What follows belongs to an exercise in optimizing a design on an open flow for small area and a short achievable clock period; a production flow would make more cautious choices.
The RTL was checked by simulation tests, not by an equivalence proof against the original design.
No activity file was given, so power comes from the tool's default toggle rates.

==> design/flow/config.mk <==
export PLATFORM = sky130hd
export DESIGN_NAME = median_3x3
export DESIGN_NICKNAME = median_3x3
export VERILOG_FILES = /design/flow/design.v
export SDC_FILE = /design/flow/constraint.sdc
export NUM_CORES = 4
export LEC_CHECK = 0
export ABC_AREA = 1
export CAP_MARGIN = 20
export CORE_MARGIN = 2
export CORE_UTILIZATION = 50
export SETUP_SLACK_MARGIN = 3.0
export SLEW_MARGIN = 20
==> design/flow/constraint.sdc <==
create_clock -name core_clock -period 6.0 [get_ports {clk}]
set_input_delay 1.2000 -clock core_clock [delete_from_list [all_inputs] [get_ports {clk}]]
set_output_delay 1.2000 -clock core_clock [all_outputs]
set_load 0.01 [all_outputs]
==> design/flow/design.v <==
module find_min_max(
	input [8 - 1 : 0] a,
	input [8 - 1 : 0] b,
	output [8 - 1 : 0] min,
	output [8 - 1 : 0] max
);
	assign min = (a > b) ? b : a;
	assign max = (a > b) ? a : b;
endmodule
module find_min_mid_max(
	input [8 - 1 : 0] a,
	input [8 - 1 : 0] b,
	input [8 - 1 : 0] c,
	output [8 - 1 : 0] min,
	output [8 - 1 : 0] mid,
	output [8 - 1 : 0] max
);
	wire [8 - 1 : 0] ab_min;
	wire [8 - 1 : 0] ab_max;
	wire [8 - 1 : 0] mid_temp;
	find_min_max u1(.a(a), .b(b), .min(ab_min), .max(ab_max));
	find_min_max u2(.a(ab_max), .b(c), .min(mid_temp), .max(max));
	find_min_max u3(.a(ab_min), .b(mid_temp), .min(min), .max(mid));
endmodule
module median_3x3(
	input clk,
	input [8 - 1 : 0] i_p0, i_p1, i_p2,
	input [8 - 1 : 0] i_p3, i_p4, i_p5,
	input [8 - 1 : 0] i_p6, i_p7, i_p8,
	output reg [8 - 1 : 0] o_median
);
	wire m7_g0_1 = i_p0[7] | i_p1[7] | i_p2[7];
	wire m7_g0_2 = (i_p0[7] & i_p1[7]) | (i_p0[7] & i_p2[7]) | (i_p1[7] & i_p2[7]);
	wire m7_g0_3 = i_p0[7] & i_p1[7] & i_p2[7];
	wire m7_g1_1 = i_p3[7] | i_p4[7] | i_p5[7];
	wire m7_g1_2 = (i_p3[7] & i_p4[7]) | (i_p3[7] & i_p5[7]) | (i_p4[7] & i_p5[7]);
	wire m7_g1_3 = i_p3[7] & i_p4[7] & i_p5[7];
	wire m7_g2_1 = i_p6[7] | i_p7[7] | i_p8[7];
	wire m7_g2_2 = (i_p6[7] & i_p7[7]) | (i_p6[7] & i_p8[7]) | (i_p7[7] & i_p8[7]);
	wire m7_g2_3 = i_p6[7] & i_p7[7] & i_p8[7];
	wire m7_s2 = (m7_g1_2) | (m7_g0_1 & m7_g1_1) | (m7_g0_2);
	wire m7_s3 = (m7_g1_3) | (m7_g0_1 & m7_g1_2) | (m7_g0_2 & m7_g1_1) | (m7_g0_3);
	wire m7_s4 = (m7_g0_1 & m7_g1_3) | (m7_g0_2 & m7_g1_2) | (m7_g0_3 & m7_g1_1);
	wire m7_s5 = (m7_g0_2 & m7_g1_3) | (m7_g0_3 & m7_g1_2);
	wire m7 = m7_s5 | (m7_s4 & m7_g2_1) | (m7_s3 & m7_g2_2) | (m7_s2 & m7_g2_3);
	wire e6_0_0 = i_p0[7] | i_p0[6];
	wire e6_0_1 = (i_p0[6] & i_p0[7]);
	wire e6_1_0 = i_p1[7] | i_p1[6];
	wire e6_1_1 = (i_p1[6] & i_p1[7]);
	wire e6_2_0 = i_p2[7] | i_p2[6];
	wire e6_2_1 = (i_p2[6] & i_p2[7]);
	wire e6_3_0 = i_p3[7] | i_p3[6];
	wire e6_3_1 = (i_p3[6] & i_p3[7]);
	wire e6_4_0 = i_p4[7] | i_p4[6];
	wire e6_4_1 = (i_p4[6] & i_p4[7]);
	wire e6_5_0 = i_p5[7] | i_p5[6];
	wire e6_5_1 = (i_p5[6] & i_p5[7]);
	wire e6_6_0 = i_p6[7] | i_p6[6];
	wire e6_6_1 = (i_p6[6] & i_p6[7]);
	wire e6_7_0 = i_p7[7] | i_p7[6];
	wire e6_7_1 = (i_p7[6] & i_p7[7]);
	wire e6_8_0 = i_p8[7] | i_p8[6];
	wire e6_8_1 = (i_p8[6] & i_p8[7]);
	wire m6_0_g0_1 = e6_0_0 | e6_1_0 | e6_2_0;
	wire m6_0_g0_2 = (e6_0_0 & e6_1_0) | (e6_0_0 & e6_2_0) | (e6_1_0 & e6_2_0);
	wire m6_0_g0_3 = e6_0_0 & e6_1_0 & e6_2_0;
	wire m6_0_g1_1 = e6_3_0 | e6_4_0 | e6_5_0;
	wire m6_0_g1_2 = (e6_3_0 & e6_4_0) | (e6_3_0 & e6_5_0) | (e6_4_0 & e6_5_0);
	wire m6_0_g1_3 = e6_3_0 & e6_4_0 & e6_5_0;
	wire m6_0_g2_1 = e6_6_0 | e6_7_0 | e6_8_0;
	wire m6_0_g2_2 = (e6_6_0 & e6_7_0) | (e6_6_0 & e6_8_0) | (e6_7_0 & e6_8_0);
	wire m6_0_g2_3 = e6_6_0 & e6_7_0 & e6_8_0;
	wire m6_0_s2 = (m6_0_g1_2) | (m6_0_g0_1 & m6_0_g1_1) | (m6_0_g0_2);
	wire m6_0_s3 = (m6_0_g1_3) | (m6_0_g0_1 & m6_0_g1_2) | (m6_0_g0_2 & m6_0_g1_1) | (m6_0_g0_3);
	wire m6_0_s4 = (m6_0_g0_1 & m6_0_g1_3) | (m6_0_g0_2 & m6_0_g1_2) | (m6_0_g0_3 & m6_0_g1_1);
	wire m6_0_s5 = (m6_0_g0_2 & m6_0_g1_3) | (m6_0_g0_3 & m6_0_g1_2);
	wire m6_0 = m6_0_s5 | (m6_0_s4 & m6_0_g2_1) | (m6_0_s3 & m6_0_g2_2) | (m6_0_s2 & m6_0_g2_3);
	wire m6_1_g0_1 = e6_0_1 | e6_1_1 | e6_2_1;
	wire m6_1_g0_2 = (e6_0_1 & e6_1_1) | (e6_0_1 & e6_2_1) | (e6_1_1 & e6_2_1);
	wire m6_1_g0_3 = e6_0_1 & e6_1_1 & e6_2_1;
	wire m6_1_g1_1 = e6_3_1 | e6_4_1 | e6_5_1;
	wire m6_1_g1_2 = (e6_3_1 & e6_4_1) | (e6_3_1 & e6_5_1) | (e6_4_1 & e6_5_1);
	wire m6_1_g1_3 = e6_3_1 & e6_4_1 & e6_5_1;
	wire m6_1_g2_1 = e6_6_1 | e6_7_1 | e6_8_1;
	wire m6_1_g2_2 = (e6_6_1 & e6_7_1) | (e6_6_1 & e6_8_1) | (e6_7_1 & e6_8_1);
	wire m6_1_g2_3 = e6_6_1 & e6_7_1 & e6_8_1;
	wire m6_1_s2 = (m6_1_g1_2) | (m6_1_g0_1 & m6_1_g1_1) | (m6_1_g0_2);
	wire m6_1_s3 = (m6_1_g1_3) | (m6_1_g0_1 & m6_1_g1_2) | (m6_1_g0_2 & m6_1_g1_1) | (m6_1_g0_3);
	wire m6_1_s4 = (m6_1_g0_1 & m6_1_g1_3) | (m6_1_g0_2 & m6_1_g1_2) | (m6_1_g0_3 & m6_1_g1_1);
	wire m6_1_s5 = (m6_1_g0_2 & m6_1_g1_3) | (m6_1_g0_3 & m6_1_g1_2);
	wire m6_1 = m6_1_s5 | (m6_1_s4 & m6_1_g2_1) | (m6_1_s3 & m6_1_g2_2) | (m6_1_s2 & m6_1_g2_3);
	wire m6 = ~m7 ? m6_0 : m6_1;
	wire lt7_0 = (~i_p0[7] & m7);
	wire gt7_0 = (i_p0[7] & ~m7);
	wire lt7_1 = (~i_p1[7] & m7);
	wire gt7_1 = (i_p1[7] & ~m7);
	wire lt7_2 = (~i_p2[7] & m7);
	wire gt7_2 = (i_p2[7] & ~m7);
	wire lt7_3 = (~i_p3[7] & m7);
	wire gt7_3 = (i_p3[7] & ~m7);
	wire lt7_4 = (~i_p4[7] & m7);
	wire gt7_4 = (i_p4[7] & ~m7);
	wire lt7_5 = (~i_p5[7] & m7);
	wire gt7_5 = (i_p5[7] & ~m7);
	wire lt7_6 = (~i_p6[7] & m7);
	wire gt7_6 = (i_p6[7] & ~m7);
	wire lt7_7 = (~i_p7[7] & m7);
	wire gt7_7 = (i_p7[7] & ~m7);
	wire lt7_8 = (~i_p8[7] & m7);
	wire gt7_8 = (i_p8[7] & ~m7);
	wire e6_0 = m7 ? e6_0_1 : e6_0_0;
	wire e6_1 = m7 ? e6_1_1 : e6_1_0;
	wire e6_2 = m7 ? e6_2_1 : e6_2_0;
	wire e6_3 = m7 ? e6_3_1 : e6_3_0;
	wire e6_4 = m7 ? e6_4_1 : e6_4_0;
	wire e6_5 = m7 ? e6_5_1 : e6_5_0;
	wire e6_6 = m7 ? e6_6_1 : e6_6_0;
	wire e6_7 = m7 ? e6_7_1 : e6_7_0;
	wire e6_8 = m7 ? e6_8_1 : e6_8_0;
	wire lt6_0 = lt7_0 | (~e6_0 & m6);
	wire gt6_0 = gt7_0 | (e6_0 & ~m6);
	wire lt6_1 = lt7_1 | (~e6_1 & m6);
	wire gt6_1 = gt7_1 | (e6_1 & ~m6);
	wire lt6_2 = lt7_2 | (~e6_2 & m6);
	wire gt6_2 = gt7_2 | (e6_2 & ~m6);
	wire lt6_3 = lt7_3 | (~e6_3 & m6);
	wire gt6_3 = gt7_3 | (e6_3 & ~m6);
	wire lt6_4 = lt7_4 | (~e6_4 & m6);
	wire gt6_4 = gt7_4 | (e6_4 & ~m6);
	wire lt6_5 = lt7_5 | (~e6_5 & m6);
	wire gt6_5 = gt7_5 | (e6_5 & ~m6);
	wire lt6_6 = lt7_6 | (~e6_6 & m6);
	wire gt6_6 = gt7_6 | (e6_6 & ~m6);
	wire lt6_7 = lt7_7 | (~e6_7 & m6);
	wire gt6_7 = gt7_7 | (e6_7 & ~m6);
	wire lt6_8 = lt7_8 | (~e6_8 & m6);
	wire gt6_8 = gt7_8 | (e6_8 & ~m6);
	reg [5:0] s1_p0;
	reg [5:0] s1_p1;
	reg [5:0] s1_p2;
	reg [5:0] s1_p3;
	reg [5:0] s1_p4;
	reg [5:0] s1_p5;
	reg [5:0] s1_p6;
	reg [5:0] s1_p7;
	reg [5:0] s1_p8;
	reg s1_m7;
	reg s1_m6;
	wire m5_g0_1 = s1_p0[5] | s1_p1[5] | s1_p2[5];
	wire m5_g0_2 = (s1_p0[5] & s1_p1[5]) | (s1_p0[5] & s1_p2[5]) | (s1_p1[5] & s1_p2[5]);
	wire m5_g0_3 = s1_p0[5] & s1_p1[5] & s1_p2[5];
	wire m5_g1_1 = s1_p3[5] | s1_p4[5] | s1_p5[5];
	wire m5_g1_2 = (s1_p3[5] & s1_p4[5]) | (s1_p3[5] & s1_p5[5]) | (s1_p4[5] & s1_p5[5]);
	wire m5_g1_3 = s1_p3[5] & s1_p4[5] & s1_p5[5];
	wire m5_g2_1 = s1_p6[5] | s1_p7[5] | s1_p8[5];
	wire m5_g2_2 = (s1_p6[5] & s1_p7[5]) | (s1_p6[5] & s1_p8[5]) | (s1_p7[5] & s1_p8[5]);
	wire m5_g2_3 = s1_p6[5] & s1_p7[5] & s1_p8[5];
	wire m5_s2 = (m5_g1_2) | (m5_g0_1 & m5_g1_1) | (m5_g0_2);
	wire m5_s3 = (m5_g1_3) | (m5_g0_1 & m5_g1_2) | (m5_g0_2 & m5_g1_1) | (m5_g0_3);
	wire m5_s4 = (m5_g0_1 & m5_g1_3) | (m5_g0_2 & m5_g1_2) | (m5_g0_3 & m5_g1_1);
	wire m5_s5 = (m5_g0_2 & m5_g1_3) | (m5_g0_3 & m5_g1_2);
	wire m5 = m5_s5 | (m5_s4 & m5_g2_1) | (m5_s3 & m5_g2_2) | (m5_s2 & m5_g2_3);
	wire e4_0_0 = s1_p0[5] | s1_p0[4];
	wire e4_0_1 = (s1_p0[4] & s1_p0[5]);
	wire e4_1_0 = s1_p1[5] | s1_p1[4];
	wire e4_1_1 = (s1_p1[4] & s1_p1[5]);
	wire e4_2_0 = s1_p2[5] | s1_p2[4];
	wire e4_2_1 = (s1_p2[4] & s1_p2[5]);
	wire e4_3_0 = s1_p3[5] | s1_p3[4];
	wire e4_3_1 = (s1_p3[4] & s1_p3[5]);
	wire e4_4_0 = s1_p4[5] | s1_p4[4];
	wire e4_4_1 = (s1_p4[4] & s1_p4[5]);
	wire e4_5_0 = s1_p5[5] | s1_p5[4];
	wire e4_5_1 = (s1_p5[4] & s1_p5[5]);
	wire e4_6_0 = s1_p6[5] | s1_p6[4];
	wire e4_6_1 = (s1_p6[4] & s1_p6[5]);
	wire e4_7_0 = s1_p7[5] | s1_p7[4];
	wire e4_7_1 = (s1_p7[4] & s1_p7[5]);
	wire e4_8_0 = s1_p8[5] | s1_p8[4];
	wire e4_8_1 = (s1_p8[4] & s1_p8[5]);
	wire m4_0_g0_1 = e4_0_0 | e4_1_0 | e4_2_0;
	wire m4_0_g0_2 = (e4_0_0 & e4_1_0) | (e4_0_0 & e4_2_0) | (e4_1_0 & e4_2_0);
	wire m4_0_g0_3 = e4_0_0 & e4_1_0 & e4_2_0;
	wire m4_0_g1_1 = e4_3_0 | e4_4_0 | e4_5_0;
	wire m4_0_g1_2 = (e4_3_0 & e4_4_0) | (e4_3_0 & e4_5_0) | (e4_4_0 & e4_5_0);
	wire m4_0_g1_3 = e4_3_0 & e4_4_0 & e4_5_0;
	wire m4_0_g2_1 = e4_6_0 | e4_7_0 | e4_8_0;
	wire m4_0_g2_2 = (e4_6_0 & e4_7_0) | (e4_6_0 & e4_8_0) | (e4_7_0 & e4_8_0);
	wire m4_0_g2_3 = e4_6_0 & e4_7_0 & e4_8_0;
	wire m4_0_s2 = (m4_0_g1_2) | (m4_0_g0_1 & m4_0_g1_1) | (m4_0_g0_2);
	wire m4_0_s3 = (m4_0_g1_3) | (m4_0_g0_1 & m4_0_g1_2) | (m4_0_g0_2 & m4_0_g1_1) | (m4_0_g0_3);
	wire m4_0_s4 = (m4_0_g0_1 & m4_0_g1_3) | (m4_0_g0_2 & m4_0_g1_2) | (m4_0_g0_3 & m4_0_g1_1);
	wire m4_0_s5 = (m4_0_g0_2 & m4_0_g1_3) | (m4_0_g0_3 & m4_0_g1_2);
	wire m4_0 = m4_0_s5 | (m4_0_s4 & m4_0_g2_1) | (m4_0_s3 & m4_0_g2_2) | (m4_0_s2 & m4_0_g2_3);
	wire m4_1_g0_1 = e4_0_1 | e4_1_1 | e4_2_1;
	wire m4_1_g0_2 = (e4_0_1 & e4_1_1) | (e4_0_1 & e4_2_1) | (e4_1_1 & e4_2_1);
	wire m4_1_g0_3 = e4_0_1 & e4_1_1 & e4_2_1;
	wire m4_1_g1_1 = e4_3_1 | e4_4_1 | e4_5_1;
	wire m4_1_g1_2 = (e4_3_1 & e4_4_1) | (e4_3_1 & e4_5_1) | (e4_4_1 & e4_5_1);
	wire m4_1_g1_3 = e4_3_1 & e4_4_1 & e4_5_1;
	wire m4_1_g2_1 = e4_6_1 | e4_7_1 | e4_8_1;
	wire m4_1_g2_2 = (e4_6_1 & e4_7_1) | (e4_6_1 & e4_8_1) | (e4_7_1 & e4_8_1);
	wire m4_1_g2_3 = e4_6_1 & e4_7_1 & e4_8_1;
	wire m4_1_s2 = (m4_1_g1_2) | (m4_1_g0_1 & m4_1_g1_1) | (m4_1_g0_2);
	wire m4_1_s3 = (m4_1_g1_3) | (m4_1_g0_1 & m4_1_g1_2) | (m4_1_g0_2 & m4_1_g1_1) | (m4_1_g0_3);
	wire m4_1_s4 = (m4_1_g0_1 & m4_1_g1_3) | (m4_1_g0_2 & m4_1_g1_2) | (m4_1_g0_3 & m4_1_g1_1);
	wire m4_1_s5 = (m4_1_g0_2 & m4_1_g1_3) | (m4_1_g0_3 & m4_1_g1_2);
	wire m4_1 = m4_1_s5 | (m4_1_s4 & m4_1_g2_1) | (m4_1_s3 & m4_1_g2_2) | (m4_1_s2 & m4_1_g2_3);
	wire m4 = ~m5 ? m4_0 : m4_1;
	wire lt5_0 = (~s1_p0[5] & m5);
	wire gt5_0 = (s1_p0[5] & ~m5);
	wire lt5_1 = (~s1_p1[5] & m5);
	wire gt5_1 = (s1_p1[5] & ~m5);
	wire lt5_2 = (~s1_p2[5] & m5);
	wire gt5_2 = (s1_p2[5] & ~m5);
	wire lt5_3 = (~s1_p3[5] & m5);
	wire gt5_3 = (s1_p3[5] & ~m5);
	wire lt5_4 = (~s1_p4[5] & m5);
	wire gt5_4 = (s1_p4[5] & ~m5);
	wire lt5_5 = (~s1_p5[5] & m5);
	wire gt5_5 = (s1_p5[5] & ~m5);
	wire lt5_6 = (~s1_p6[5] & m5);
	wire gt5_6 = (s1_p6[5] & ~m5);
	wire lt5_7 = (~s1_p7[5] & m5);
	wire gt5_7 = (s1_p7[5] & ~m5);
	wire lt5_8 = (~s1_p8[5] & m5);
	wire gt5_8 = (s1_p8[5] & ~m5);
	wire e4_0 = m5 ? e4_0_1 : e4_0_0;
	wire e4_1 = m5 ? e4_1_1 : e4_1_0;
	wire e4_2 = m5 ? e4_2_1 : e4_2_0;
	wire e4_3 = m5 ? e4_3_1 : e4_3_0;
	wire e4_4 = m5 ? e4_4_1 : e4_4_0;
	wire e4_5 = m5 ? e4_5_1 : e4_5_0;
	wire e4_6 = m5 ? e4_6_1 : e4_6_0;
	wire e4_7 = m5 ? e4_7_1 : e4_7_0;
	wire e4_8 = m5 ? e4_8_1 : e4_8_0;
	wire e3_0_0 = e4_0 | (s1_p0[3] & ~lt5_0);
	wire e3_0_1 = gt5_0 | ((s1_p0[3] & ~lt5_0) & e4_0);
	wire e3_1_0 = e4_1 | (s1_p1[3] & ~lt5_1);
	wire e3_1_1 = gt5_1 | ((s1_p1[3] & ~lt5_1) & e4_1);
	wire e3_2_0 = e4_2 | (s1_p2[3] & ~lt5_2);
	wire e3_2_1 = gt5_2 | ((s1_p2[3] & ~lt5_2) & e4_2);
	wire e3_3_0 = e4_3 | (s1_p3[3] & ~lt5_3);
	wire e3_3_1 = gt5_3 | ((s1_p3[3] & ~lt5_3) & e4_3);
	wire e3_4_0 = e4_4 | (s1_p4[3] & ~lt5_4);
	wire e3_4_1 = gt5_4 | ((s1_p4[3] & ~lt5_4) & e4_4);
	wire e3_5_0 = e4_5 | (s1_p5[3] & ~lt5_5);
	wire e3_5_1 = gt5_5 | ((s1_p5[3] & ~lt5_5) & e4_5);
	wire e3_6_0 = e4_6 | (s1_p6[3] & ~lt5_6);
	wire e3_6_1 = gt5_6 | ((s1_p6[3] & ~lt5_6) & e4_6);
	wire e3_7_0 = e4_7 | (s1_p7[3] & ~lt5_7);
	wire e3_7_1 = gt5_7 | ((s1_p7[3] & ~lt5_7) & e4_7);
	wire e3_8_0 = e4_8 | (s1_p8[3] & ~lt5_8);
	wire e3_8_1 = gt5_8 | ((s1_p8[3] & ~lt5_8) & e4_8);
	wire m3_0_g0_1 = e3_0_0 | e3_1_0 | e3_2_0;
	wire m3_0_g0_2 = (e3_0_0 & e3_1_0) | (e3_0_0 & e3_2_0) | (e3_1_0 & e3_2_0);
	wire m3_0_g0_3 = e3_0_0 & e3_1_0 & e3_2_0;
	wire m3_0_g1_1 = e3_3_0 | e3_4_0 | e3_5_0;
	wire m3_0_g1_2 = (e3_3_0 & e3_4_0) | (e3_3_0 & e3_5_0) | (e3_4_0 & e3_5_0);
	wire m3_0_g1_3 = e3_3_0 & e3_4_0 & e3_5_0;
	wire m3_0_g2_1 = e3_6_0 | e3_7_0 | e3_8_0;
	wire m3_0_g2_2 = (e3_6_0 & e3_7_0) | (e3_6_0 & e3_8_0) | (e3_7_0 & e3_8_0);
	wire m3_0_g2_3 = e3_6_0 & e3_7_0 & e3_8_0;
	wire m3_0_s2 = (m3_0_g1_2) | (m3_0_g0_1 & m3_0_g1_1) | (m3_0_g0_2);
	wire m3_0_s3 = (m3_0_g1_3) | (m3_0_g0_1 & m3_0_g1_2) | (m3_0_g0_2 & m3_0_g1_1) | (m3_0_g0_3);
	wire m3_0_s4 = (m3_0_g0_1 & m3_0_g1_3) | (m3_0_g0_2 & m3_0_g1_2) | (m3_0_g0_3 & m3_0_g1_1);
	wire m3_0_s5 = (m3_0_g0_2 & m3_0_g1_3) | (m3_0_g0_3 & m3_0_g1_2);
	wire m3_0 = m3_0_s5 | (m3_0_s4 & m3_0_g2_1) | (m3_0_s3 & m3_0_g2_2) | (m3_0_s2 & m3_0_g2_3);
	wire m3_1_g0_1 = e3_0_1 | e3_1_1 | e3_2_1;
	wire m3_1_g0_2 = (e3_0_1 & e3_1_1) | (e3_0_1 & e3_2_1) | (e3_1_1 & e3_2_1);
	wire m3_1_g0_3 = e3_0_1 & e3_1_1 & e3_2_1;
	wire m3_1_g1_1 = e3_3_1 | e3_4_1 | e3_5_1;
	wire m3_1_g1_2 = (e3_3_1 & e3_4_1) | (e3_3_1 & e3_5_1) | (e3_4_1 & e3_5_1);
	wire m3_1_g1_3 = e3_3_1 & e3_4_1 & e3_5_1;
	wire m3_1_g2_1 = e3_6_1 | e3_7_1 | e3_8_1;
	wire m3_1_g2_2 = (e3_6_1 & e3_7_1) | (e3_6_1 & e3_8_1) | (e3_7_1 & e3_8_1);
	wire m3_1_g2_3 = e3_6_1 & e3_7_1 & e3_8_1;
	wire m3_1_s2 = (m3_1_g1_2) | (m3_1_g0_1 & m3_1_g1_1) | (m3_1_g0_2);
	wire m3_1_s3 = (m3_1_g1_3) | (m3_1_g0_1 & m3_1_g1_2) | (m3_1_g0_2 & m3_1_g1_1) | (m3_1_g0_3);
	wire m3_1_s4 = (m3_1_g0_1 & m3_1_g1_3) | (m3_1_g0_2 & m3_1_g1_2) | (m3_1_g0_3 & m3_1_g1_1);
	wire m3_1_s5 = (m3_1_g0_2 & m3_1_g1_3) | (m3_1_g0_3 & m3_1_g1_2);
	wire m3_1 = m3_1_s5 | (m3_1_s4 & m3_1_g2_1) | (m3_1_s3 & m3_1_g2_2) | (m3_1_s2 & m3_1_g2_3);
	wire m3 = ~m4 ? m3_0 : m3_1;
	wire lt4_0 = lt5_0 | (~e4_0 & m4);
	wire gt4_0 = gt5_0 | (e4_0 & ~m4);
	wire lt4_1 = lt5_1 | (~e4_1 & m4);
	wire gt4_1 = gt5_1 | (e4_1 & ~m4);
	wire lt4_2 = lt5_2 | (~e4_2 & m4);
	wire gt4_2 = gt5_2 | (e4_2 & ~m4);
	wire lt4_3 = lt5_3 | (~e4_3 & m4);
	wire gt4_3 = gt5_3 | (e4_3 & ~m4);
	wire lt4_4 = lt5_4 | (~e4_4 & m4);
	wire gt4_4 = gt5_4 | (e4_4 & ~m4);
	wire lt4_5 = lt5_5 | (~e4_5 & m4);
	wire gt4_5 = gt5_5 | (e4_5 & ~m4);
	wire lt4_6 = lt5_6 | (~e4_6 & m4);
	wire gt4_6 = gt5_6 | (e4_6 & ~m4);
	wire lt4_7 = lt5_7 | (~e4_7 & m4);
	wire gt4_7 = gt5_7 | (e4_7 & ~m4);
	wire lt4_8 = lt5_8 | (~e4_8 & m4);
	wire gt4_8 = gt5_8 | (e4_8 & ~m4);
	wire e3_0 = m4 ? e3_0_1 : e3_0_0;
	wire e3_1 = m4 ? e3_1_1 : e3_1_0;
	wire e3_2 = m4 ? e3_2_1 : e3_2_0;
	wire e3_3 = m4 ? e3_3_1 : e3_3_0;
	wire e3_4 = m4 ? e3_4_1 : e3_4_0;
	wire e3_5 = m4 ? e3_5_1 : e3_5_0;
	wire e3_6 = m4 ? e3_6_1 : e3_6_0;
	wire e3_7 = m4 ? e3_7_1 : e3_7_0;
	wire e3_8 = m4 ? e3_8_1 : e3_8_0;
	wire lt3_0 = lt4_0 | (~e3_0 & m3);
	wire gt3_0 = gt4_0 | (e3_0 & ~m3);
	wire lt3_1 = lt4_1 | (~e3_1 & m3);
	wire gt3_1 = gt4_1 | (e3_1 & ~m3);
	wire lt3_2 = lt4_2 | (~e3_2 & m3);
	wire gt3_2 = gt4_2 | (e3_2 & ~m3);
	wire lt3_3 = lt4_3 | (~e3_3 & m3);
	wire gt3_3 = gt4_3 | (e3_3 & ~m3);
	wire lt3_4 = lt4_4 | (~e3_4 & m3);
	wire gt3_4 = gt4_4 | (e3_4 & ~m3);
	wire lt3_5 = lt4_5 | (~e3_5 & m3);
	wire gt3_5 = gt4_5 | (e3_5 & ~m3);
	wire lt3_6 = lt4_6 | (~e3_6 & m3);
	wire gt3_6 = gt4_6 | (e3_6 & ~m3);
	wire lt3_7 = lt4_7 | (~e3_7 & m3);
	wire gt3_7 = gt4_7 | (e3_7 & ~m3);
	wire lt3_8 = lt4_8 | (~e3_8 & m3);
	wire gt3_8 = gt4_8 | (e3_8 & ~m3);
	reg [2:0] s2_p0;
	reg [2:0] s2_p1;
	reg [2:0] s2_p2;
	reg [2:0] s2_p3;
	reg [2:0] s2_p4;
	reg [2:0] s2_p5;
	reg [2:0] s2_p6;
	reg [2:0] s2_p7;
	reg [2:0] s2_p8;
	reg s2_m7;
	reg s2_m6;
	reg s2_m5;
	reg s2_m4;
	reg s2_m3;
	wire m2_g0_1 = s2_p0[2] | s2_p1[2] | s2_p2[2];
	wire m2_g0_2 = (s2_p0[2] & s2_p1[2]) | (s2_p0[2] & s2_p2[2]) | (s2_p1[2] & s2_p2[2]);
	wire m2_g0_3 = s2_p0[2] & s2_p1[2] & s2_p2[2];
	wire m2_g1_1 = s2_p3[2] | s2_p4[2] | s2_p5[2];
	wire m2_g1_2 = (s2_p3[2] & s2_p4[2]) | (s2_p3[2] & s2_p5[2]) | (s2_p4[2] & s2_p5[2]);
	wire m2_g1_3 = s2_p3[2] & s2_p4[2] & s2_p5[2];
	wire m2_g2_1 = s2_p6[2] | s2_p7[2] | s2_p8[2];
	wire m2_g2_2 = (s2_p6[2] & s2_p7[2]) | (s2_p6[2] & s2_p8[2]) | (s2_p7[2] & s2_p8[2]);
	wire m2_g2_3 = s2_p6[2] & s2_p7[2] & s2_p8[2];
	wire m2_s2 = (m2_g1_2) | (m2_g0_1 & m2_g1_1) | (m2_g0_2);
	wire m2_s3 = (m2_g1_3) | (m2_g0_1 & m2_g1_2) | (m2_g0_2 & m2_g1_1) | (m2_g0_3);
	wire m2_s4 = (m2_g0_1 & m2_g1_3) | (m2_g0_2 & m2_g1_2) | (m2_g0_3 & m2_g1_1);
	wire m2_s5 = (m2_g0_2 & m2_g1_3) | (m2_g0_3 & m2_g1_2);
	wire m2 = m2_s5 | (m2_s4 & m2_g2_1) | (m2_s3 & m2_g2_2) | (m2_s2 & m2_g2_3);
	wire e1_0_0 = s2_p0[2] | s2_p0[1];
	wire e1_0_1 = (s2_p0[1] & s2_p0[2]);
	wire e1_1_0 = s2_p1[2] | s2_p1[1];
	wire e1_1_1 = (s2_p1[1] & s2_p1[2]);
	wire e1_2_0 = s2_p2[2] | s2_p2[1];
	wire e1_2_1 = (s2_p2[1] & s2_p2[2]);
	wire e1_3_0 = s2_p3[2] | s2_p3[1];
	wire e1_3_1 = (s2_p3[1] & s2_p3[2]);
	wire e1_4_0 = s2_p4[2] | s2_p4[1];
	wire e1_4_1 = (s2_p4[1] & s2_p4[2]);
	wire e1_5_0 = s2_p5[2] | s2_p5[1];
	wire e1_5_1 = (s2_p5[1] & s2_p5[2]);
	wire e1_6_0 = s2_p6[2] | s2_p6[1];
	wire e1_6_1 = (s2_p6[1] & s2_p6[2]);
	wire e1_7_0 = s2_p7[2] | s2_p7[1];
	wire e1_7_1 = (s2_p7[1] & s2_p7[2]);
	wire e1_8_0 = s2_p8[2] | s2_p8[1];
	wire e1_8_1 = (s2_p8[1] & s2_p8[2]);
	wire m1_0_g0_1 = e1_0_0 | e1_1_0 | e1_2_0;
	wire m1_0_g0_2 = (e1_0_0 & e1_1_0) | (e1_0_0 & e1_2_0) | (e1_1_0 & e1_2_0);
	wire m1_0_g0_3 = e1_0_0 & e1_1_0 & e1_2_0;
	wire m1_0_g1_1 = e1_3_0 | e1_4_0 | e1_5_0;
	wire m1_0_g1_2 = (e1_3_0 & e1_4_0) | (e1_3_0 & e1_5_0) | (e1_4_0 & e1_5_0);
	wire m1_0_g1_3 = e1_3_0 & e1_4_0 & e1_5_0;
	wire m1_0_g2_1 = e1_6_0 | e1_7_0 | e1_8_0;
	wire m1_0_g2_2 = (e1_6_0 & e1_7_0) | (e1_6_0 & e1_8_0) | (e1_7_0 & e1_8_0);
	wire m1_0_g2_3 = e1_6_0 & e1_7_0 & e1_8_0;
	wire m1_0_s2 = (m1_0_g1_2) | (m1_0_g0_1 & m1_0_g1_1) | (m1_0_g0_2);
	wire m1_0_s3 = (m1_0_g1_3) | (m1_0_g0_1 & m1_0_g1_2) | (m1_0_g0_2 & m1_0_g1_1) | (m1_0_g0_3);
	wire m1_0_s4 = (m1_0_g0_1 & m1_0_g1_3) | (m1_0_g0_2 & m1_0_g1_2) | (m1_0_g0_3 & m1_0_g1_1);
	wire m1_0_s5 = (m1_0_g0_2 & m1_0_g1_3) | (m1_0_g0_3 & m1_0_g1_2);
	wire m1_0 = m1_0_s5 | (m1_0_s4 & m1_0_g2_1) | (m1_0_s3 & m1_0_g2_2) | (m1_0_s2 & m1_0_g2_3);
	wire m1_1_g0_1 = e1_0_1 | e1_1_1 | e1_2_1;
	wire m1_1_g0_2 = (e1_0_1 & e1_1_1) | (e1_0_1 & e1_2_1) | (e1_1_1 & e1_2_1);
	wire m1_1_g0_3 = e1_0_1 & e1_1_1 & e1_2_1;
	wire m1_1_g1_1 = e1_3_1 | e1_4_1 | e1_5_1;
	wire m1_1_g1_2 = (e1_3_1 & e1_4_1) | (e1_3_1 & e1_5_1) | (e1_4_1 & e1_5_1);
	wire m1_1_g1_3 = e1_3_1 & e1_4_1 & e1_5_1;
	wire m1_1_g2_1 = e1_6_1 | e1_7_1 | e1_8_1;
	wire m1_1_g2_2 = (e1_6_1 & e1_7_1) | (e1_6_1 & e1_8_1) | (e1_7_1 & e1_8_1);
	wire m1_1_g2_3 = e1_6_1 & e1_7_1 & e1_8_1;
	wire m1_1_s2 = (m1_1_g1_2) | (m1_1_g0_1 & m1_1_g1_1) | (m1_1_g0_2);
	wire m1_1_s3 = (m1_1_g1_3) | (m1_1_g0_1 & m1_1_g1_2) | (m1_1_g0_2 & m1_1_g1_1) | (m1_1_g0_3);
	wire m1_1_s4 = (m1_1_g0_1 & m1_1_g1_3) | (m1_1_g0_2 & m1_1_g1_2) | (m1_1_g0_3 & m1_1_g1_1);
	wire m1_1_s5 = (m1_1_g0_2 & m1_1_g1_3) | (m1_1_g0_3 & m1_1_g1_2);
	wire m1_1 = m1_1_s5 | (m1_1_s4 & m1_1_g2_1) | (m1_1_s3 & m1_1_g2_2) | (m1_1_s2 & m1_1_g2_3);
	wire m1 = ~m2 ? m1_0 : m1_1;
	wire lt2_0 = (~s2_p0[2] & m2);
	wire gt2_0 = (s2_p0[2] & ~m2);
	wire lt2_1 = (~s2_p1[2] & m2);
	wire gt2_1 = (s2_p1[2] & ~m2);
	wire lt2_2 = (~s2_p2[2] & m2);
	wire gt2_2 = (s2_p2[2] & ~m2);
	wire lt2_3 = (~s2_p3[2] & m2);
	wire gt2_3 = (s2_p3[2] & ~m2);
	wire lt2_4 = (~s2_p4[2] & m2);
	wire gt2_4 = (s2_p4[2] & ~m2);
	wire lt2_5 = (~s2_p5[2] & m2);
	wire gt2_5 = (s2_p5[2] & ~m2);
	wire lt2_6 = (~s2_p6[2] & m2);
	wire gt2_6 = (s2_p6[2] & ~m2);
	wire lt2_7 = (~s2_p7[2] & m2);
	wire gt2_7 = (s2_p7[2] & ~m2);
	wire lt2_8 = (~s2_p8[2] & m2);
	wire gt2_8 = (s2_p8[2] & ~m2);
	wire e1_0 = m2 ? e1_0_1 : e1_0_0;
	wire e1_1 = m2 ? e1_1_1 : e1_1_0;
	wire e1_2 = m2 ? e1_2_1 : e1_2_0;
	wire e1_3 = m2 ? e1_3_1 : e1_3_0;
	wire e1_4 = m2 ? e1_4_1 : e1_4_0;
	wire e1_5 = m2 ? e1_5_1 : e1_5_0;
	wire e1_6 = m2 ? e1_6_1 : e1_6_0;
	wire e1_7 = m2 ? e1_7_1 : e1_7_0;
	wire e1_8 = m2 ? e1_8_1 : e1_8_0;
	wire e0_0_0 = e1_0 | (s2_p0[0] & ~lt2_0);
	wire e0_0_1 = gt2_0 | ((s2_p0[0] & ~lt2_0) & e1_0);
	wire e0_1_0 = e1_1 | (s2_p1[0] & ~lt2_1);
	wire e0_1_1 = gt2_1 | ((s2_p1[0] & ~lt2_1) & e1_1);
	wire e0_2_0 = e1_2 | (s2_p2[0] & ~lt2_2);
	wire e0_2_1 = gt2_2 | ((s2_p2[0] & ~lt2_2) & e1_2);
	wire e0_3_0 = e1_3 | (s2_p3[0] & ~lt2_3);
	wire e0_3_1 = gt2_3 | ((s2_p3[0] & ~lt2_3) & e1_3);
	wire e0_4_0 = e1_4 | (s2_p4[0] & ~lt2_4);
	wire e0_4_1 = gt2_4 | ((s2_p4[0] & ~lt2_4) & e1_4);
	wire e0_5_0 = e1_5 | (s2_p5[0] & ~lt2_5);
	wire e0_5_1 = gt2_5 | ((s2_p5[0] & ~lt2_5) & e1_5);
	wire e0_6_0 = e1_6 | (s2_p6[0] & ~lt2_6);
	wire e0_6_1 = gt2_6 | ((s2_p6[0] & ~lt2_6) & e1_6);
	wire e0_7_0 = e1_7 | (s2_p7[0] & ~lt2_7);
	wire e0_7_1 = gt2_7 | ((s2_p7[0] & ~lt2_7) & e1_7);
	wire e0_8_0 = e1_8 | (s2_p8[0] & ~lt2_8);
	wire e0_8_1 = gt2_8 | ((s2_p8[0] & ~lt2_8) & e1_8);
	wire m0_0_g0_1 = e0_0_0 | e0_1_0 | e0_2_0;
	wire m0_0_g0_2 = (e0_0_0 & e0_1_0) | (e0_0_0 & e0_2_0) | (e0_1_0 & e0_2_0);
	wire m0_0_g0_3 = e0_0_0 & e0_1_0 & e0_2_0;
	wire m0_0_g1_1 = e0_3_0 | e0_4_0 | e0_5_0;
	wire m0_0_g1_2 = (e0_3_0 & e0_4_0) | (e0_3_0 & e0_5_0) | (e0_4_0 & e0_5_0);
	wire m0_0_g1_3 = e0_3_0 & e0_4_0 & e0_5_0;
	wire m0_0_g2_1 = e0_6_0 | e0_7_0 | e0_8_0;
	wire m0_0_g2_2 = (e0_6_0 & e0_7_0) | (e0_6_0 & e0_8_0) | (e0_7_0 & e0_8_0);
	wire m0_0_g2_3 = e0_6_0 & e0_7_0 & e0_8_0;
	wire m0_0_s2 = (m0_0_g1_2) | (m0_0_g0_1 & m0_0_g1_1) | (m0_0_g0_2);
	wire m0_0_s3 = (m0_0_g1_3) | (m0_0_g0_1 & m0_0_g1_2) | (m0_0_g0_2 & m0_0_g1_1) | (m0_0_g0_3);
	wire m0_0_s4 = (m0_0_g0_1 & m0_0_g1_3) | (m0_0_g0_2 & m0_0_g1_2) | (m0_0_g0_3 & m0_0_g1_1);
	wire m0_0_s5 = (m0_0_g0_2 & m0_0_g1_3) | (m0_0_g0_3 & m0_0_g1_2);
	wire m0_0 = m0_0_s5 | (m0_0_s4 & m0_0_g2_1) | (m0_0_s3 & m0_0_g2_2) | (m0_0_s2 & m0_0_g2_3);
	wire m0_1_g0_1 = e0_0_1 | e0_1_1 | e0_2_1;
	wire m0_1_g0_2 = (e0_0_1 & e0_1_1) | (e0_0_1 & e0_2_1) | (e0_1_1 & e0_2_1);
	wire m0_1_g0_3 = e0_0_1 & e0_1_1 & e0_2_1;
	wire m0_1_g1_1 = e0_3_1 | e0_4_1 | e0_5_1;
	wire m0_1_g1_2 = (e0_3_1 & e0_4_1) | (e0_3_1 & e0_5_1) | (e0_4_1 & e0_5_1);
	wire m0_1_g1_3 = e0_3_1 & e0_4_1 & e0_5_1;
	wire m0_1_g2_1 = e0_6_1 | e0_7_1 | e0_8_1;
	wire m0_1_g2_2 = (e0_6_1 & e0_7_1) | (e0_6_1 & e0_8_1) | (e0_7_1 & e0_8_1);
	wire m0_1_g2_3 = e0_6_1 & e0_7_1 & e0_8_1;
	wire m0_1_s2 = (m0_1_g1_2) | (m0_1_g0_1 & m0_1_g1_1) | (m0_1_g0_2);
	wire m0_1_s3 = (m0_1_g1_3) | (m0_1_g0_1 & m0_1_g1_2) | (m0_1_g0_2 & m0_1_g1_1) | (m0_1_g0_3);
	wire m0_1_s4 = (m0_1_g0_1 & m0_1_g1_3) | (m0_1_g0_2 & m0_1_g1_2) | (m0_1_g0_3 & m0_1_g1_1);
	wire m0_1_s5 = (m0_1_g0_2 & m0_1_g1_3) | (m0_1_g0_3 & m0_1_g1_2);
	wire m0_1 = m0_1_s5 | (m0_1_s4 & m0_1_g2_1) | (m0_1_s3 & m0_1_g2_2) | (m0_1_s2 & m0_1_g2_3);
	wire m0 = ~m1 ? m0_0 : m0_1;
	wire lt1_0 = lt2_0 | (~e1_0 & m1);
	wire gt1_0 = gt2_0 | (e1_0 & ~m1);
	wire lt1_1 = lt2_1 | (~e1_1 & m1);
	wire gt1_1 = gt2_1 | (e1_1 & ~m1);
	wire lt1_2 = lt2_2 | (~e1_2 & m1);
	wire gt1_2 = gt2_2 | (e1_2 & ~m1);
	wire lt1_3 = lt2_3 | (~e1_3 & m1);
	wire gt1_3 = gt2_3 | (e1_3 & ~m1);
	wire lt1_4 = lt2_4 | (~e1_4 & m1);
	wire gt1_4 = gt2_4 | (e1_4 & ~m1);
	wire lt1_5 = lt2_5 | (~e1_5 & m1);
	wire gt1_5 = gt2_5 | (e1_5 & ~m1);
	wire lt1_6 = lt2_6 | (~e1_6 & m1);
	wire gt1_6 = gt2_6 | (e1_6 & ~m1);
	wire lt1_7 = lt2_7 | (~e1_7 & m1);
	wire gt1_7 = gt2_7 | (e1_7 & ~m1);
	wire lt1_8 = lt2_8 | (~e1_8 & m1);
	wire gt1_8 = gt2_8 | (e1_8 & ~m1);
	wire e0_0 = m1 ? e0_0_1 : e0_0_0;
	wire e0_1 = m1 ? e0_1_1 : e0_1_0;
	wire e0_2 = m1 ? e0_2_1 : e0_2_0;
	wire e0_3 = m1 ? e0_3_1 : e0_3_0;
	wire e0_4 = m1 ? e0_4_1 : e0_4_0;
	wire e0_5 = m1 ? e0_5_1 : e0_5_0;
	wire e0_6 = m1 ? e0_6_1 : e0_6_0;
	wire e0_7 = m1 ? e0_7_1 : e0_7_0;
	wire e0_8 = m1 ? e0_8_1 : e0_8_0;
	always @(posedge clk) begin
		s1_p0 <= {6{gt6_0}} | (i_p0[5:0] & ~{6{lt6_0}});
		s1_p1 <= {6{gt6_1}} | (i_p1[5:0] & ~{6{lt6_1}});
		s1_p2 <= {6{gt6_2}} | (i_p2[5:0] & ~{6{lt6_2}});
		s1_p3 <= {6{gt6_3}} | (i_p3[5:0] & ~{6{lt6_3}});
		s1_p4 <= {6{gt6_4}} | (i_p4[5:0] & ~{6{lt6_4}});
		s1_p5 <= {6{gt6_5}} | (i_p5[5:0] & ~{6{lt6_5}});
		s1_p6 <= {6{gt6_6}} | (i_p6[5:0] & ~{6{lt6_6}});
		s1_p7 <= {6{gt6_7}} | (i_p7[5:0] & ~{6{lt6_7}});
		s1_p8 <= {6{gt6_8}} | (i_p8[5:0] & ~{6{lt6_8}});
		s1_m7 <= m7;
		s1_m6 <= m6;
		s2_p0 <= {3{gt3_0}} | (s1_p0[2:0] & ~{3{lt3_0}});
		s2_p1 <= {3{gt3_1}} | (s1_p1[2:0] & ~{3{lt3_1}});
		s2_p2 <= {3{gt3_2}} | (s1_p2[2:0] & ~{3{lt3_2}});
		s2_p3 <= {3{gt3_3}} | (s1_p3[2:0] & ~{3{lt3_3}});
		s2_p4 <= {3{gt3_4}} | (s1_p4[2:0] & ~{3{lt3_4}});
		s2_p5 <= {3{gt3_5}} | (s1_p5[2:0] & ~{3{lt3_5}});
		s2_p6 <= {3{gt3_6}} | (s1_p6[2:0] & ~{3{lt3_6}});
		s2_p7 <= {3{gt3_7}} | (s1_p7[2:0] & ~{3{lt3_7}});
		s2_p8 <= {3{gt3_8}} | (s1_p8[2:0] & ~{3{lt3_8}});
		s2_m7 <= s1_m7;
		s2_m6 <= s1_m6;
		s2_m5 <= m5;
		s2_m4 <= m4;
		s2_m3 <= m3;
		o_median <= {s2_m7, s2_m6, s2_m5, s2_m4, s2_m3, m2, m1, m0};
	end
endmodule
==> design/flow/flow/run.sh <==
#!/bin/bash
# The standard layout (the standard.sh, ORFS from synthesis to the final
# layout), with the smallest buffer on the ports instead of ORFS's default
# choice. Each tool's output is in orfs/logs; standard.sh's own output in
# standard.log.
export BUFFER_PORTS_ARGS="-buffer_cell sky130_fd_sc_hd__buf_1"
bash standard.sh > standard.log 2>&1
==> design/flow/standard.sh <==
#!/bin/bash
# synth_recipe.tcl (not shown) runs the flow's synth.tcl, then flattens the netlist and writes it again
# the make line also repeats each setting of config.mk as NAME=value (left out here)
make -C /OpenROAD-flow-scripts/flow DESIGN_CONFIG=/design/flow/config.mk WORK_HOME=/design/flow/orfs CLKGATE_MAP_FILE= SYNTH_SCRIPT=/design/flow/synth_recipe.tcl "${@:-finish}"
==> results.txt, run 1 <==
outcome=no timing/DRC/antenna violations; synthesized area=6320 um2; syn avg cell area=6.19 um2; Synth cell types=46; detailed placer's ending HPWL=13600 um; most common cell after layout, fill and taps aside=nand2_1; fin crit share=48.4%; Syn Inst Count=1021; setup TNS=0 ns; nets=1205; placed instance count=1261; CTS tree=yes; Max-cap violations=0; final hold viol count=0; final setup margin=3.10 ns; worst-skew pair later-pin latency=0.36 ns; Min Hold Slack=0.327 ns; critical path peak fanout=8; Initial Util=50.7%; Setup Viol. Count Final=0; fin crit period=2.90 ns; core area=12500 um2; met2 routed WL=8840 um; RSZ-0062 raised after global routing=true; Cell Pwr Density=622 nW/um2; Worst EP arrival=3.15 ns; routed vias=6725; placed cell area=6770 um2; ys async rst share=0%; initial DRC count=503; clk_skew=0.00757 ns; Port Buffers=80; Die X=116 um; nature of the critical path startpoint=register; pre-CTS WS=2.12 ns; Clock Sinks=96; share of layout cells above drive strength 1=18.8%; Vias/cell=5.14; antenna violations before repair=0; Worst Tran Pin Value=0.496 ns; Slew Viols, Final=0; Routed WL=18100 um; die area=13600 um2; grt total ovfl=0; Seq/Total Area, Yosys=30.4%; Avg WL per Cell=13.9 um; drt first pass iters=5; DR top layer=met4; relative slew slack=66.6%; CTS Buf Count=9; total power=4.97 mW; GP Congestion=0.894; kind of end point of the critical path=register; ANT nets after route=0; Die Y=116 um; Setup CP Type=register to register; final instance count without filler cells=1309; Final Cell Area=7990 um2; Yosys Warn Count=1; gr usage total=25.2%; ys flop type=dfxtp_1; Ports=81; CTS H-tree lvls=3; vias in the first global route=5792; DRC Markers=0; Post-synth EDFFs=0; largest net degree at the start of global routing=25; syn nets=1094; Metal-1 WL=8110 um; Lkg Pwr=3.89 nW; met3 wire length=579 um; critical path required time=6.25 ns; root buf cell=clkbuf_16; buffer depth of the longest clock path=2; min-delay worst type=register to register; Fmax achieved=0.344 GHz; Area Growth Syn to Fin=26.4%; commonest non-fill, non-tap cells in the layout=nand2_1, inv_1, nor2_1; Antenna Cells=0; Yosys reg bits=96; first-pass GRT wire length=26500 um; fin util=64.1%; Reg clk slew, reported paths=0.07 ns; Max VDD drop=203 uV; row cnt=41
==> cell type report <==
| cell class | count | area, um2 |
|---|---|---|
| Timing Repair Buffer | 108 | 581 |
| Clock inverter | 6 | 61.3 |
| Timing Repair inverter | 1 | 6.26 |
| Inverter | 173 | 671 |
| Sequential cell | 96 | 1940 |
| Tap cell | 172 | 215 |
| Fill cell | 1229 | 4470 |
| Clock buffer | 10 | 239 |
| Multi-Input combinational cell | 743 | 4280 |
==> worst max-delay path, cell delays in order, from the launching register on <==
cell,delay [ns]
dfxtp_4,0.39
nand2_4,0.08
nand2_2,0.05
nor2_2,0.11
nand3_2,0.10
a21oi_4,0.29
nand3_4,0.26
buf_6,0.19
nand2_2,0.07
nand3_2,0.07
nand2_2,0.12
inv_4,0.07
nand2_4,0.08
nand2_4,0.05
nand3_2,0.07
nand2_1,0.05
nand2_1,0.08
inv_2,0.04
nand3_4,0.19
nand2_4,0.16
a21oi_4,0.17
nand2_1,0.08
==> power breakdown <==
group	leakage, nW	switching, mW	internal, mW
logic	2.93	2.15	1.18
clock network	0.144	0.264	0.301
registers	0.811	0.189	0.883
total	3.89	2.60	2.37
==> per-layer routing <==
metal,vias up,global-route usage (%)
met1,2968,31.8
met3,41,3.06
met2,165,43.3
met4,0,11.4
li1,3551,-
met5,-,0
==> registers in the layout, indices dropped and copies added (netlist names), 3 cells and up <==
register,cells
s1_p7,6
s2_p8,3
s2_p4,3
s1_p3,6
o_median,8
s1_p2,6
s2_p6,3
s1_p8,6
s2_p7,3
s1_p6,6
s2_p3,3
s2_p1,3
s1_p1,6
s2_p0,3
s1_p0,6
s2_p5,3
s1_p5,6
s1_p4,6
s2_p2,3
==> path summary, 6_finish.rpt <==
kind         slack [ns]     endpoint  depth (start not counted)  startpoint
min reg2reg        0.33  o_median[3]                          0       s2_m3
max reg2reg        3.10     s2_p1[0]                         21    s1_p0[5]
max                3.10     s2_p1[0]                         21    s1_p0[5]
min                0.33  o_median[3]                          0       s2_m3
==> kinds of logic (layout without fill, tap and decap cells) <==
family                     Yosys count  after routing  synth area share [%]
and+or+nand+nor                    523            526                  36.0
DFF                                 96             96                  30.4
buffers and inverters              185            298                  11.4
AOI/OAI and AO/OA                  215            215                  21.9
adders and majority gates            2              2                 0.317
==> what timing repair did <==
item                       in CTS  in global routing
pin swaps                       3                 21
gates resized for setup        26                147
setup buffers                   7                 21
cloned                          0                  4
hold buffers                    0                  0
setup endpoints to repair      83                 83
==> synthesized netlist by cell type, types with 2 or more instances <==
master	instances	share of area, %
nor3_1	6	0.47
o21ai_2	4	0.55
a21oi_4	10	2.6
o31ai_1	4	0.47
a22o_1	2	0.28
nand3b_1	3	0.36
and2_1	6	0.59
a221oi_1	4	0.55
clkinv_1	2	0.12
buf_2	3	0.24
nor2_2	3	0.30
o211ai_1	3	0.36
dfxtp_1	96	30
a22oi_1	14	1.7
o21a_1	13	1.5
a21oi_1	26	2.1
nand2_4	2	0.36
a211o_1	2	0.28
maj3_1	2	0.32
nand2_1	270	16
inv_1	161	9.6
o21ai_0	94	7.4
buf_6	3	0.53
a31o_2	2	0.28
o221ai_1	3	0.42
nand3_1	81	6.4
nand2_2	12	1.2
inv_2	10	0.59
nand3_4	2	0.55
o21ai_1	8	0.63
nand4_1	11	1.1
nand3_2	5	0.79
clkbuf_1	6	0.36
nor2_1	118	7.0
a31oi_1	7	0.69
o22ai_1	13	1.3
==> run 2, diff against run 1 <==
--- a/design/flow/config.mk
+++ b/design/flow/config.mk
@@ -10,4 +10,4 @@
 export CORE_MARGIN = 2
 export CORE_UTILIZATION = 50
-export SETUP_SLACK_MARGIN = 3.0
+export SETUP_SLACK_MARGIN = 3.4
 export SLEW_MARGIN = 20
==> run 2 against run 1 <==
Effect of this change: register-to-register slack improved by 0.09 ns; worst hold slack got worse by 0.0010 ns; fmax increased by 3.1%; largest cell class unchanged; sequential power about the same.
==> results.txt, run 2 <==
ANT nets after route=0; CTS tree=yes; critical path required time=6.23 ns; Power Internal=2.62 mW; Max VDD drop=225 uV; Setup Viol. Count Final=0; antenna violations before repair=0; relative slew slack=68.8%; Clock Sinks=96; final instance count without filler cells=1341; Worst EP arrival=3.05 ns; core area=12500 um2; Yosys Warn Count=1; Area Growth Syn to Fin=43.2%; final hold viol count=0; initial DRC count=520; Initial Util=50.7%; Top reg by flops=o_median; detailed placer's ending HPWL=13500 um; most common cell after layout, fill and taps aside=nand2_1; sequential power share=20.1%; vias in the first global route=6523; commonest cells in the netlist=nand2_1, inv_1, nor2_1, dfxtp_1, o21ai_0; critical path peak fanout=8; Synth area leader=dfxtp_1; buffer depth of the longest clock path=2; nature of the critical path startpoint=register; syn nets=1094; synthesized area=6320 um2; routed vias=7200; gr usage total=28.9%; Clk pwr share=10.1%; drt first pass iters=6; fin crit period=2.82 ns; Die X=116 um; Die Y=116 um; Syn Inst Count=1021; Routed WL=20300 um; Seq/Total Area, Yosys=30.4%; worst-skew pair later-pin latency=0.35 ns; root buf cell=clkbuf_16; Min Hold Slack=0.326 ns; placed instance count=1261; CTS Buf Count=9; fin util=72.6%; grt total ovfl=0; switching part of the total=52.2%; Antenna Cells=0; Max-cap violations=0; CTS H-tree lvls=3; Yosys reg bits=96; largest cells by area after synthesis=dfxtp_1, nand2_1, inv_1, o21ai_0, nor2_1; row cnt=41; Cell Pwr Density=604 nW/um2; Worst Tran Pin Value=0.466 ns; Port Buffers=80; Comb power frac=69.8%; Vias/cell=5.37; Slew Viols, Final=0; GP Congestion=0.974; Avg WL per Cell=15.2 um; ys async rst share=0%; largest net degree at the start of global routing=19; outcome=no timing/DRC/antenna violations; post-synth top area share=30.4%; setup TNS=0 ns; Fmax achieved=0.355 GHz; Lkg Pwr=4.20 nW; Post-synth EDFFs=0; Setup CP Type=register to register; first-pass GRT wire length=30300 um; ys flop type=dfxtp_1; cts hold-fix bufs=0; nets=1238; Ports=81; pre-CTS WS=2.41 ns; Reg clk slew, reported paths=0.06 ns; DRC Markers=0; RSZ-0062 raised after global routing=true; Synth cell types=46; flip-flop count of the largest register after layout=8; clk_skew=0.00901 ns; fin crit share=47.0%; share of layout cells above drive strength 1=31.8%; Net Switching=2.85 mW; die area=13600 um2; kind of end point of the critical path=register; syn avg cell area=6.19 um2; min-delay worst type=register to register; final setup margin=3.18 ns; commonest non-fill, non-tap cells in the layout=nand2_1, inv_1, nor2_1; top-count cell post-synth=nand2_1
## run 2: changes by cell type in the layout (fill, tap and decap cells not counted), moves of 16 or more
| cell | change |
|---|---|
| o21ai_0 | -59 |
| nand2_1 | -39 |
| o21ai_1 | +35 |
| o21ai_2 | +25 |
| buf_4 | +22 |
| nand2_2 | +22 |
| inv_1 | -17 |
| nor2_1 | -16 |
## run 2: power groups by stage
stage	logic, mW	registers (mW)	clock network [mW]
3_3_place_gp	2.74	1.07	0
6_report	3.82	1.10	0.553
4_1_cts	3.17	1.06	0.562
3_5_place_dp	2.75	1.07	0
2_1_floorplan	2.24	1.02	0
5_1_grt	4.21	1.12	0.593
## run 2: worst paths after layout
check | from | endpoint | slack, ns | cells past startpoint
setup / recovery | s1_p1[5] | s2_p4[1] | 3.18 | 20
hold / removal | s2_m5 | o_median[5] | 0.33 | 0
setup reg to reg | s1_p1[5] | s2_p4[1] | 3.18 | 20
hold reg to reg | s2_m5 | o_median[5] | 0.33 | 0
## run 2: cell families (layout without fill, tap and decap cells)
group / Yosys count / count (layout) / synth area share [%]
fa+ha+maj: 2 / 2 / 0.317
simple gates: 523 / 533 / 36.0
flops: 96 / 96 / 30.4
buf+inv: 185 / 323 / 11.4
compound gates: 215 / 215 / 21.9
## run 2: final cells by class
| cell class | count | area, um2 |
|---|---|---|
| clock buffers | 10 | 229 |
| clock inverters | 5 | 58.8 |
| fillers | 1022 | 3410 |
| inverters | 173 | 687 |
| multi-input cells | 750 | 5020 |
| flip-flops and latches | 96 | 1950 |
| well taps | 172 | 215 |
| repair buffers | 134 | 885 |
| repair inverters | 1 | 8.76 |
## run 2: metal layers
layer | vias to the layer above | part of all wire [%] | GRT usage, %
met3 | 81 | 4.7 | 4.51
met5 | - | 0 | 0
li1 | 3643 | - | -
met2 | 276 | 47 | 50.4
met4 | 0 | 6.1 | 16.4
met1 | 3200 | 42 | 33.8
## run 2: repair_timing
item	4_1_cts	5_1_grt
buffers inserted	28	26
gates cloned	10	1
pin swaps	48	86
endpoints found under the setup margin	85	84
hold endpoints to repair	0	0
gates resized for setup	202	198
## run 2: stage by stage
step                      instance area (um2)  total power [mW]
after floorplan                          6490              3.25
after CTS                                8130              4.80
after global placement                   6910              3.81
final                                    9050              5.47
after detailed placement                 6910              3.82
after global routing                     9050              5.92
## run 2: critical path, cell delays in order, from the launching register on
cell and delay, ns:
dfxtp_4 0.39, nand2_2 0.10, inv_2 0.04, nor2_2 0.13, nand3_2 0.11, a21oi_4 0.25, buf_6 0.15, nand4_1 0.17
nand2_2 0.13, inv_1 0.08, nand2_4 0.11, nor2_1 0.06, nand2_2 0.10, nand2_1 0.09, nand3_2 0.10, nand2_2 0.06
nand4_4 0.16, buf_12 0.13, nand2_8 0.09, a21oi_4 0.18, nand2_1 0.07
==> run 3, diff against run 2 <==
--- a/design/flow/config.mk
+++ b/design/flow/config.mk
@@ -10,4 +10,4 @@
 export CORE_MARGIN = 2
 export CORE_UTILIZATION = 50
-export SETUP_SLACK_MARGIN = 3.4
+export SETUP_SLACK_MARGIN = 2.7
 export SLEW_MARGIN = 20
==> run 3 against run 2 <==
Effect of this change: still clean; register-to-register slack worse by 0.17 ns; sequential cell count unchanged; synthesized cell count stayed put; worst setup slack worse by 0.23 ns.
==> results.txt, run 3 <==
nature of the critical path startpoint=primary input; commonest cells in the netlist=nand2_1, inv_1, nor2_1, dfxtp_1, o21ai_0; commonest non-fill, non-tap cells in the layout=nand2_1, inv_1, nor2_1; most common cell after layout, fill and taps aside=nand2_1; vias in the first global route=5727; RSZ-0062 raised after global routing=false; kind of end point of the critical path=register; worst-skew pair later-pin latency=0.35 ns; relative slew slack=68.6%; grt total ovfl=0; share of layout cells above drive strength 1=8.90%; root buf cell=clkbuf_16; Port Buffers=80; largest cells by area after synthesis=dfxtp_1, nand2_1, inv_1, o21ai_0, nor2_1; routed vias=6457; syn avg cell area=6.19 um2; Yosys reg bits=96; Max-cap violations=0; fin crit period=3.05 ns; R2R cell count=19; Reg clk slew, reported paths=0.07 ns; Ports=81; ANT nets after route=0; Synth cell types=46; outcome=no timing/DRC/antenna violations; Setup CP Type=primary input to register; FF-to-FF Start=s1_p1[5]; Setup Viol. Count Final=0; row cnt=41; final hold viol count=0; Cell Pwr Density=612 nW/um2; Hold Path End=o_median[3]; GP Congestion=0.894; Worst EP arrival=3.26 ns; Synth area leader=dfxtp_1; r2r setup slk=3.01 ns; fin util=58.2%; min-delay worst type=register to register; Lkg Pwr=3.63 nW; antenna violations before repair=0; post-synth top area share=30.4%; synthesized area=6320 um2; Worst Tran Pin Value=0.466 ns; nets=1180; CTS Buf Count=9; Post-synth EDFFs=0; Clock Sinks=96; Syn Inst Count=1021; Hold Path Depth=0; top-count cell post-synth=nand2_1; critical path peak fanout=19; CTS tree=yes; Antenna Cells=0; largest net degree at the start of global routing=25; Die X=116 um; detailed placer's ending HPWL=13600 um; Top reg by flops=o_median; first-pass GRT wire length=26300 um; core area=12500 um2; critical path required time=6.21 ns; Seq/Total Area, Yosys=30.4%; setup TNS=0 ns; Slew Viols, Final=0; Die Y=116 um; cts hold-fix bufs=0; Yosys Warn Count=1; flip-flop count of the largest register after layout=8; DRC Markers=0; Hold Startpoint=s2_m3; gr usage total=25.0%; Fmax achieved=0.328 GHz; Avg WL per Cell=12.8 um; ys flop type=dfxtp_1; ys async rst share=0%; CTS H-tree lvls=3; Routed WL=16500 um; die area=13600 um2; Vias/cell=5.03; syn nets=1094; Initial Util=50.7%; fin crit share=50.8%; Max VDD drop=184 uV; Worst R2R End=s2_p3[0]; Area Growth Syn to Fin=14.8%; buffer depth of the longest clock path=2; drt first pass iters=5; clk_skew=0.00862 ns; initial DRC count=365
-- run 3: cell counts after synthesis --
Identical to the previous run, type by type.
-- run 3: layout make-up --
cell class	instances	area, um2
repair buffers	87	353
fillers	1302	5210
flip-flops and latches	96	1920
inverters	173	661
clock inverters	6	61.3
multi-input cells	740	3810
well taps	172	215
clock buffers	10	239
-- run 3: kinds of logic (layout without fill, tap and decap cells) --
kind of cell               Yosys count  count (layout)  share of synthesized area (%)
and+or+nand+nor                    523             523                           36.0
adders and majority gates            2               2                          0.317
AOI/OAI and AO/OA                  215             215                           21.9
buffers and inverters              185             276                           11.4
DFF                                 96              96                           30.4
-- run 3: worst max-delay path by stage --
stage                   from        to  slack [ns]  cells past startpoint
finish               i_p4[7]  s1_p1[4]        2.95                     11
global route        s1_p1[5]  s2_p3[0]        2.70                     18
CTS                 s1_p1[5]  s2_p3[0]        2.71                     17
detailed placement   i_p0[7]  s1_p1[4]        2.12                     10
global placement     i_p3[7]  s1_p1[1]        2.25                     10
floorplan            i_p1[7]  s1_p0[0]        3.04                     11
-- run 3: worst max-delay path: stages --
cell and delay, ns:
buf_1 0.16, nor2_1 0.17, a21oi_1 0.10, a221oi_1 0.29, o21ai_0 0.15, nand2_1 0.09
nand3_2 0.23, nand3_2 0.22, nand2_8 0.14, a22oi_2 0.31, o21ai_0 0.16
-- run 3: per-stage QoR --
| stage | setup slack [ns] | hold slack, ns | std cells | cell area, um2 | power, mW |
|---|---|---|---|---|---|
| 6_report | 2.95 | 0.327 | 1284 | 7260 | 4.44 |
| 2_1_floorplan | 3.04 | 0.310 | 1021 | 6320 | 3.23 |
| 4_1_cts | 2.71 | 0.328 | 1277 | 7090 | 4.39 |
| 5_1_grt | 2.70 | 0.336 | 1284 | 7260 | 4.92 |
| 3_3_place_gp | 2.25 | 0.312 | 1261 | 6770 | 3.78 |
| 3_5_place_dp | 2.12 | 0.312 | 1261 | 6770 | 3.81 |
-- run 3: power breakdown --
group | total, mW | internal [mW] | switching, mW
sequential | 1.06 | 0.878 | 0.179
combinational | 2.82 | 0.950 | 1.87
clock | 0.561 | 0.301 | 0.259
total | 4.44 | 2.13 | 2.31
-- run 3: timing repair --
action | in CTS | in global routing
pin swaps | 0 | 3
endpoints found under the setup margin | 82 | 83
gates resized for setup | 6 | 24
gates cloned | 0 | 0
setup buffers | 0 | 7
-- run 3: routing by layer --
metal  GRT usage, %  wire length [um]  part of all wire (%)
met1           31.6              7770                    47
met4           10.5               453                   2.8
met2           43.1              7760                    47
met3           3.01               472                   2.9
met5              0                 0                     0

==> afterwards: timing with drivers on the ports <==
No port has a modelled driver above. Below, the same layouts with a new extraction and two added sets of constraints.
Step 1: set_driving_cell puts a clkbuf_16 on clk and a buf_2 on each other input, an assumption about the parent block.
Step 2 adds t to the input delays and takes it off the output delays; t is the mean of the earliest and latest rising clock arrival at the registers after step 1. Input paths then give back, and output paths get back, about the clock's delay inside the block.
Three values: ideal ports, drivers, drivers and shift; two values: the first two.
run | shift t [ns] | slack for setup (ns) | clock arrival spread, ns | worst register clock-pin slew, ns | worst data-port slew with drivers (ns)
run 1 | 0.396 | 3.095 / 3.095 / 2.778 | 0.008 / 0.008 | 0.07 / 0.07 | 0.04
run 2 | 0.388 | 3.183 / 3.183 / 2.827 | 0.009 / 0.009 | 0.07 / 0.07 | 0.06
run 3 | 0.391 | 2.954 / 2.976 / 2.585 | 0.009 / 0.009 | 0.07 / 0.07 | 0.04
After both steps setup and hold are still met in every run listed. For run 3, which loses most, drivers alone change the setup slack by +0.022 ns; drivers and shift together by -0.369 ns.
